Source: an optimization exercise on an open RTL-to-GDS flow (aim: small area, a short achievable clock period and few clock cycles). Production flows keep margins and buffers that such runs may drop.
In this exercise RTL edits were held to simulation tests only and were not proved equivalent to the original.
Power is estimated from default activity; no workload was simulated.

==> flow/design.v (excerpt) <==
module axi4_lite_slave #(
    parameter int unsigned ADDR_WIDTH = 32,
    parameter int unsigned DATA_WIDTH = 32
)(
    input  logic                  aclk,
    input  logic                  aresetn,         
    input  logic [ADDR_WIDTH-1:0] awaddr,
    input  logic                  awvalid,
    output logic                  awready,
    input  logic [DATA_WIDTH-1:0] wdata,
    input  logic [3:0]            wstrb,
    input  logic                  wvalid,
    output logic                  wready,
    output logic [1:0]            bresp,
    output logic                  bvalid,
    input  logic                  bready,
    input  logic [ADDR_WIDTH-1:0] araddr,
    input  logic                  arvalid,
    output logic                  arready,
    output logic [DATA_WIDTH-1:0] rdata,
    output logic [1:0]            rresp,
    output logic                  rvalid,
    input  logic                  rready
);
    localparam int unsigned NUM_REGS = 16;
    function automatic logic addr_ok(input logic [ADDR_WIDTH-1:0] a);
        addr_ok = (a[1:0] == 2'b00) && (a[ADDR_WIDTH-1:6] == '0);
    endfunction
  ...
Size in the first run: about 1200 cells after synthesis, roughly 620 flip-flops, about 150 I/O pins, about 23000 µm² of cells after synthesis.
export LEC_CHECK = 0
export CAP_MARGIN = 0
export CORE_MARGIN = 2
export CORE_UTILIZATION = 40
export CTS_CLUSTER_DIAMETER = 80
export CTS_CLUSTER_SIZE = 25
export SETUP_SLACK_MARGIN = 2.0
export SLEW_MARGIN = 0
create_clock -name core_clock -period 4.0 [get_ports {aclk}]
standard.sh (not shown) runs the stock make flow with config.mk's settings and CLKGATE_MAP_FILE= SYNTH_SCRIPT=/design/flow/synth_recipe.tcl, a recipe that flattens the netlist after the stock synthesis.
==> flow/flow/run.sh <==
#!/bin/bash
# Standard ORFS layout, with the I/O port buffers made from a small buffer
# cell (buffer_ports -buffer_cell) instead of the one OpenROAD picks itself.
set -euo pipefail
EXTRA=()
[[ -f flow/extra_args ]] && mapfile -t EXTRA < flow/extra_args
bash standard.sh "BUFFER_PORTS_ARGS=-buffer_cell sky130_fd_sc_hd__buf_1" "${EXTRA[@]}" finish > make_finish.log 2>&1
Testbench counts at the start, summed over its fixed seeds: cycles 3,735.
Change:
- CAP_MARGIN: 0 -> 20
- SLEW_MARGIN: 0 -> 20
After rerunning: Utilization does not change; count of clock-buffer cells in the layout is unchanged; setup slack stays the same; sequential power barely changes; synthesized cell count stays the same; hold slack is unchanged; total power is unchanged; via count does not change; register-to-register slack barely changes; routed wire length stays the same.
Change:
- GPL_TIMING_DRIVEN: not set -> 0
The new run produced a clean layout.
Die area stays the same.
Clock power is higher by about 4%.
Final cell count is higher by 3.2%.
Change:
==> flow/flow/extra_args (new file) <==
CTS_ARGS=-sink_clustering_enable -repair_clock_nets -sink_clustering_size 30 -sink_clustering_max_diameter 90 -dont_use_dummy_load
- CTS_CLUSTER_DIAMETER: 80 -> 90
- CTS_CLUSTER_SIZE: 25 -> 30
- GPL_TIMING_DRIVEN: 0 -> not set
The new run went through all stages and came out clean.
Synthesized area does not change.
Clock power fell by 17%.
Power drops by about 6%.
Setup slack improved by 0.073 ns.
Synthesized cell count does not change.
Global-route usage went down by 3.1 points.
Via count goes down by 6.8%.
Core utilization shrinks by 2.8 points.
Non-clock buffer count drops by 66.
Routed wire length goes down by 15%.
Change:
- CORE_UTILIZATION: 40 -> 55
- CTS_CLUSTER_DIAMETER: 90 -> 80
- CTS_CLUSTER_SIZE: 30 -> 25
removed: flow/flow/extra_args
Effect: The new run passed the timing, design-rule and antenna checks; die area drops by about 27%; total power rose by 5.0%; non-clock buffer count rises by 8; sequential power barely changes; synthesized area stays the same; via count barely changes; clock-buffer cell count climbs by 16; routed wire length decreases by 2.4%; cell area is higher by about 0.6%; global-route usage rose by 6.8 points.
Change:
- CORE_UTILIZATION: 55 -> 40
- SETUP_SLACK_MARGIN: 2.0 -> 2.05
- maximum frequency went down by about 1.8%
- wire length increases by 4.2%
- worst setup slack is worse by 0.036 ns
- power fell by 0.77%
- die area came out higher by 37%
- hold slack is about the same
- cell area grows by 0.87%
- utilization drops by 17 points


## fjord
axi4_lite_slave, a different RTL version from the one above (not shown whole).
Size in the first run: ~1,200 cells after synthesis, ~620 flip-flops, ~150 I/O pins, about 23,000 um^2 of cells after synthesis.
Settings: LEC_CHECK=0, CAP_MARGIN=20, CORE_MARGIN=2, CORE_UTILIZATION=40, SETUP_SLACK_MARGIN=2.0, SLEW_MARGIN=20; clock period 4.0 ns.
run.sh (not shown) runs the stock make flow with config.mk's settings and CLKGATE_MAP_FILE= SYNTH_SCRIPT=/design/flow/synth_recipe.tcl, a recipe that flattens the netlist after the stock synthesis.
Stock flow here: none of the scripts above is used.
fjord ended with every stage complete and zero timing, DRC or antenna violations.
Testbench counts of fjord, summed over its fixed seeds: cycles 3,735.
> inputs changed (fjord -> juniper)
Settings: SETUP_SLACK_MARGIN removed (was 2.0).
Findings:
- Mean routed wirelength per cell: juniper > fjord
- Compared to fjord, juniper has largest fanout of any net on the critical path 7 higher.
- Per the comparison of juniper with fjord, total power of the final layout dropped about 3%, design area dropped 1.5%, cell count dropped 15.
- Global-route usage: fjord vs juniper — no meaningful difference
- juniper vs. fjord: global-route wire length before repair has remained practically unchanged; clock latency on the worst-skew pair has decreased; portion of total power attributed to the clock network has decreased.
- The run showing the greater transition time at the pin with the least slew margin is juniper.
Changes in maple relative to juniper:
Settings: ABC_CLOCK_PERIOD_IN_PS newly set to 1500; SETUP_SLACK_MARGIN newly set to 2.0.
==> run summary <==
- On maximum resistive drop on vdd, maple does worse than juniper.
- maple against juniper: leakage power increased by 0.30 nW relative to the old numbers, part of the power in combinational logic increased by 0.2 points relative to the old numbers.
- juniper has a higher longest individual stage delay on the worst path than maple.
- Going from juniper to maple, the total design power was found to have gone up by about 3%.
- Against juniper, maple comes in 1.5% higher on design area.
- Minimum setup slack in the final design, maple and juniper, higher one = maple.
- The synthesis-to-layout area growth of maple exceeds that of juniper by 1.8 points.
- Diff maple..juniper | tap cell count | unchanged
- maple gives more worst-case clock skew than juniper did.


Setup of harbor:
axi4_lite_slave with an RTL version that a note above also has.
Size: ~1200 cells after synthesis, about 620 flip-flops, roughly 150 I/O pins, ~23000 sq um of cells after synthesis.
export LEC_CHECK = 0
export CAP_MARGIN = 20
export CORE_MARGIN = 2
export CORE_UTILIZATION = 40
export CTS_CLUSTER_DIAMETER = 80
export CTS_CLUSTER_SIZE = 25
export SETUP_SLACK_MARGIN = 2.0
export SLEW_MARGIN = 20
create_clock -name core_clock -period 4.0 [get_ports {aclk}]
standard.sh (not shown) runs the stock make flow with config.mk's settings and CLKGATE_MAP_FILE= SYNTH_SCRIPT=/design/flow/synth_recipe.tcl, a recipe that flattens the netlist after the stock synthesis.
==> flow/flow/extra_args <==
CTS_ARGS=-sink_clustering_enable -repair_clock_nets -sink_clustering_size 25 -sink_clustering_max_diameter 80 -dont_use_dummy_load
Scripts as last shown in full above: flow/flow/run.sh
Testbench counts of harbor, summed over its fixed seeds: cycles 3,735.
Setup changes, harbor to lagoon
# harbor
export LEC_CHECK = 0
export CAP_MARGIN = 20
export CORE_MARGIN = 2
export CORE_UTILIZATION = 40
export CTS_CLUSTER_DIAMETER = 80
export CTS_CLUSTER_SIZE = 25
export SETUP_SLACK_MARGIN = 2.0
export SLEW_MARGIN = 20
create_clock -name core_clock -period 4.0 [get_ports {aclk}]
# lagoon
export LEC_CHECK = 0
export CAP_MARGIN = 20
export CORE_MARGIN = 2
export CORE_UTILIZATION = 40
export CTS_CLUSTER_DIAMETER = 80
export CTS_CLUSTER_SIZE = 25
export PLACE_DENSITY = 0.75
export SETUP_SLACK_MARGIN = 2.0
export SLEW_MARGIN = 20
create_clock -name core_clock -period 4.0 [get_ports {aclk}]
removed: flow/flow/extra_args
Notes after the runs:
When lagoon is measured against harbor, its combinational power turns out about 2% higher.
Core utilization delta for lagoon relative to harbor: 0.45 points higher
Between lagoon and harbor, it is lagoon whose fmax is lower, by 13 MHz.
harbor → lagoon: worst-skew pair later-pin latency now sits at about the same level, cell area now sits higher, routing usage on met2 now sits at about the same level, met1 usage in global routing now sits lower.
reg_file[5][20] as the worst setup path endpoint was reported by lagoon, and rdata[14] by harbor.
Between lagoon and harbor, the cell area after synthesis does not differ in any meaningful way.
lagoon vs harbor: worst setup margin down in lagoon
Relative to harbor, the leakage power figure of lagoon is higher by 0.12 nW.
What garnet does differently from lagoon at the input level:
# lagoon
export LEC_CHECK = 0
export CAP_MARGIN = 20
export CORE_MARGIN = 2
export CORE_UTILIZATION = 40
export CTS_CLUSTER_DIAMETER = 80
export CTS_CLUSTER_SIZE = 25
export PLACE_DENSITY = 0.75
export SETUP_SLACK_MARGIN = 2.0
export SLEW_MARGIN = 20
create_clock -name core_clock -period 4.0 [get_ports {aclk}]
# garnet
export LEC_CHECK = 0
export CAP_MARGIN = 20
export CORE_MARGIN = 2
export CORE_UTILIZATION = 40
export SETUP_SLACK_MARGIN = 2.0
export SLEW_MARGIN = 20
create_clock -name core_clock -period 4.0 [get_ports {aclk}]
==> flow/run.sh (new file) <==
#!/bin/bash
# synth_recipe.tcl (not shown) runs the flow's synth.tcl, then flattens the netlist and writes it again
# the make line also repeats each setting of config.mk as NAME=value (left out here)
make -C /OpenROAD-flow-scripts/flow DESIGN_CONFIG=/design/flow/config.mk WORK_HOME=/design/flow/orfs CLKGATE_MAP_FILE= SYNTH_SCRIPT=/design/flow/synth_recipe.tcl finish
removed: flow/flow/run.sh
removed: flow/standard.sh
[summary]
- When the final numbers for lagoon and garnet were put side by side, the register share of total power turned out to be smaller in garnet.
- The higher via count came out of lagoon.
- Compared with lagoon, in garnet area overhead of the layout relative to synthesis now larger, total routed wirelength up 3.2%, initial DRC count shows a reduction of 563, total power climbed about 16%.
- Number of fillers in the final layout sits lower in garnet than in lagoon.
- Relative to lagoon, the wire length per cell of garnet is higher by 0.76%.
- Sort lagoon and garnet by overall routing resource usage desc -> top: garnet
Changes in ember relative to garnet:
# garnet
export LEC_CHECK = 0
export CAP_MARGIN = 20
export CORE_MARGIN = 2
export CORE_UTILIZATION = 40
export SETUP_SLACK_MARGIN = 2.0
export SLEW_MARGIN = 20
create_clock -name core_clock -period 4.0 [get_ports {aclk}]
# ember
export LEC_CHECK = 0
export CAP_MARGIN = 20
export CORE_MARGIN = 2
export CORE_UTILIZATION = 40
export CTS_CLUSTER_DIAMETER = 80
export CTS_CLUSTER_SIZE = 25
export SETUP_SLACK_MARGIN = 1.9
export SLEW_MARGIN = 20
create_clock -name core_clock -period 4.0 [get_ports {aclk}]
==> flow/flow/run.sh (new file) <==
#!/bin/bash
# Standard ORFS layout, with the I/O port buffers made from a small buffer
# cell (buffer_ports -buffer_cell) instead of the one OpenROAD picks itself.
set -euo pipefail
EXTRA=()
[[ -f flow/extra_args ]] && mapfile -t EXTRA < flow/extra_args
bash standard.sh "BUFFER_PORTS_ARGS=-buffer_cell sky130_fd_sc_hd__buf_1" "${EXTRA[@]}" finish > make_finish.log 2>&1
==> flow/standard.sh (new file) <==
#!/bin/bash
# synth_recipe.tcl (not shown) runs the flow's synth.tcl, then flattens the netlist and writes it again
# the make line also repeats each setting of config.mk as NAME=value (left out here)
make -C /OpenROAD-flow-scripts/flow DESIGN_CONFIG=/design/flow/config.mk WORK_HOME=/design/flow/orfs CLKGATE_MAP_FILE= SYNTH_SCRIPT=/design/flow/synth_recipe.tcl "${@:-finish}"
removed: flow/run.sh
--- outcome ---
ember vs garnet — combinational power dropped by more than 10%
ember vs garnet on count of non-filler cells in the finished layout: ember is the lower one.
Changes observed in ember relative to garnet: post-route total power dropped about 15%; number of flip-flops and latches has remained practically unchanged; final critical path time including I/O delays and setup went up.


axi4_lite_slave again, from the RTL that the note above started with.
export LEC_CHECK = 0
export CAP_MARGIN = 20
export CORE_MARGIN = 2
export CORE_UTILIZATION = 40
export CTS_CLUSTER_DIAMETER = 80
export CTS_CLUSTER_SIZE = 25
export SETUP_SLACK_MARGIN = 2.0
export SLEW_MARGIN = 20
create_clock -name core_clock -period 4.0 [get_ports {aclk}]
==> flow/flow/run.sh <==
#!/bin/bash
# Standard ORFS layout, with the I/O port buffers made from a small buffer
# cell (buffer_ports -buffer_cell) instead of the one OpenROAD picks itself.
set -euo pipefail
EXTRA=()
[[ -f flow/extra_args ]] && mapfile -t EXTRA < flow/extra_args
bash standard.sh "BUFFER_PORTS_ARGS=-buffer_cell sky130_fd_sc_hd__buf_1" "${EXTRA[@]}" finish > make_finish.log 2>&1
==> flow/flow/extra_args <==
MATCH_CELL_FOOTPRINT=0
Testbench counts at the start, summed over its fixed seeds: cycles 3,735.
Edit:
--- a/flow/config.mk
+++ b/flow/config.mk
@@ -11,2 +10,0 @@
-export CTS_CLUSTER_DIAMETER = 80
-export CTS_CLUSTER_SIZE = 25
removed: flow/flow/extra_args
Effect: The new run passed the timing, design-rule and antenna checks. Clock-buffer cell count rises by 36. Sequential power barely changes. Critical path depth stays the same. Worst setup slack loses 18 ps. Cell area rises by a few percent.

## separate check: timing with driven ports
Ports are ideal in the flow. The routed layouts listed here were re-timed in OpenROAD.
Step 1: set_driving_cell puts a clkbuf_16 on aclk and a buf_2 on each other input, an assumption about the parent block.
Step 2, shift: input delay + t, output delay - t, t = (earliest + latest rising clock arrival at the registers) / 2. This alone moves slack from input paths to output paths.
Slacks: no drivers / after step 1 / after step 2; pairs: no drivers / after step 1.
run | t (ns) | setup slack, ns | hold WS [ns] | latest minus earliest clock arrival (ns) | worst slew at a driven data input, ns
the first run of note 1 | 0.668 | 1.986 / 1.927 / 1.464 | 0.349 / 0.317 / 0.449 | 0.016 / 0.016 | 0.04
the second run of note 1 | 0.668 | 1.986 / 1.927 / 1.464 | 0.349 / 0.317 / 0.449 | 0.016 / 0.016 | 0.04
the third run of note 1 | 0.671 | 1.914 / 1.856 / 1.333 | 0.341 / 0.308 / 0.448 | 0.028 / 0.028 | 0.22
the fourth run of note 1 | 0.625 | 1.987 / 1.931 / 1.478 | 0.379 / 0.347 / 0.443 | 0.047 / 0.046 | 0.04
the fifth run of note 1 | 0.656 | 2.033 / 1.987 / 1.589 | 0.349 / 0.314 / 0.444 | 0.029 / 0.028 | 0.04
the sixth run of note 1 | 0.651 | 1.997 / 1.940 / 1.454 | 0.351 / 0.324 / 0.438 | 0.035 / 0.035 | 0.04
fjord | 0.674 | 2.037 / 1.977 / 1.419 | 0.450 / 0.450 / 0.450 | 0.030 / 0.031 | 0.05
juniper | 0.659 | 1.419 / 1.419 / 0.853 | 0.443 / 0.443 / 0.443 | 0.016 / 0.016 | 0.04
maple | 0.674 | 2.037 / 1.977 / 1.419 | 0.450 / 0.450 / 0.450 | 0.030 / 0.031 | 0.05
harbor | 0.659 | 1.991 / 1.931 / 1.485 | 0.355 / 0.322 / 0.459 | 0.030 / 0.030 | 0.04
lagoon | 0.659 | 1.938 / 1.938 / 1.613 | 0.347 / 0.328 / 0.437 | 0.031 / 0.031 | 0.05
garnet | 0.662 | 1.916 / 1.916 / 1.418 | 0.425 / 0.425 / 0.425 | 0.017 / 0.018 | 0.07
ember | 0.664 | 1.874 / 1.874 / 1.315 | 0.341 / 0.314 / 0.432 | 0.026 / 0.026 | 0.12
the first run of note 4 | 0.668 | 1.986 / 1.927 / 1.464 | 0.349 / 0.317 / 0.449 | 0.016 / 0.016 | 0.04
the second run of note 4 | 0.671 | 1.968 / 1.913 / 1.469 | 0.338 / 0.311 / 0.433 | 0.026 / 0.026 | 0.04
After both steps setup and hold are still met in every run listed.
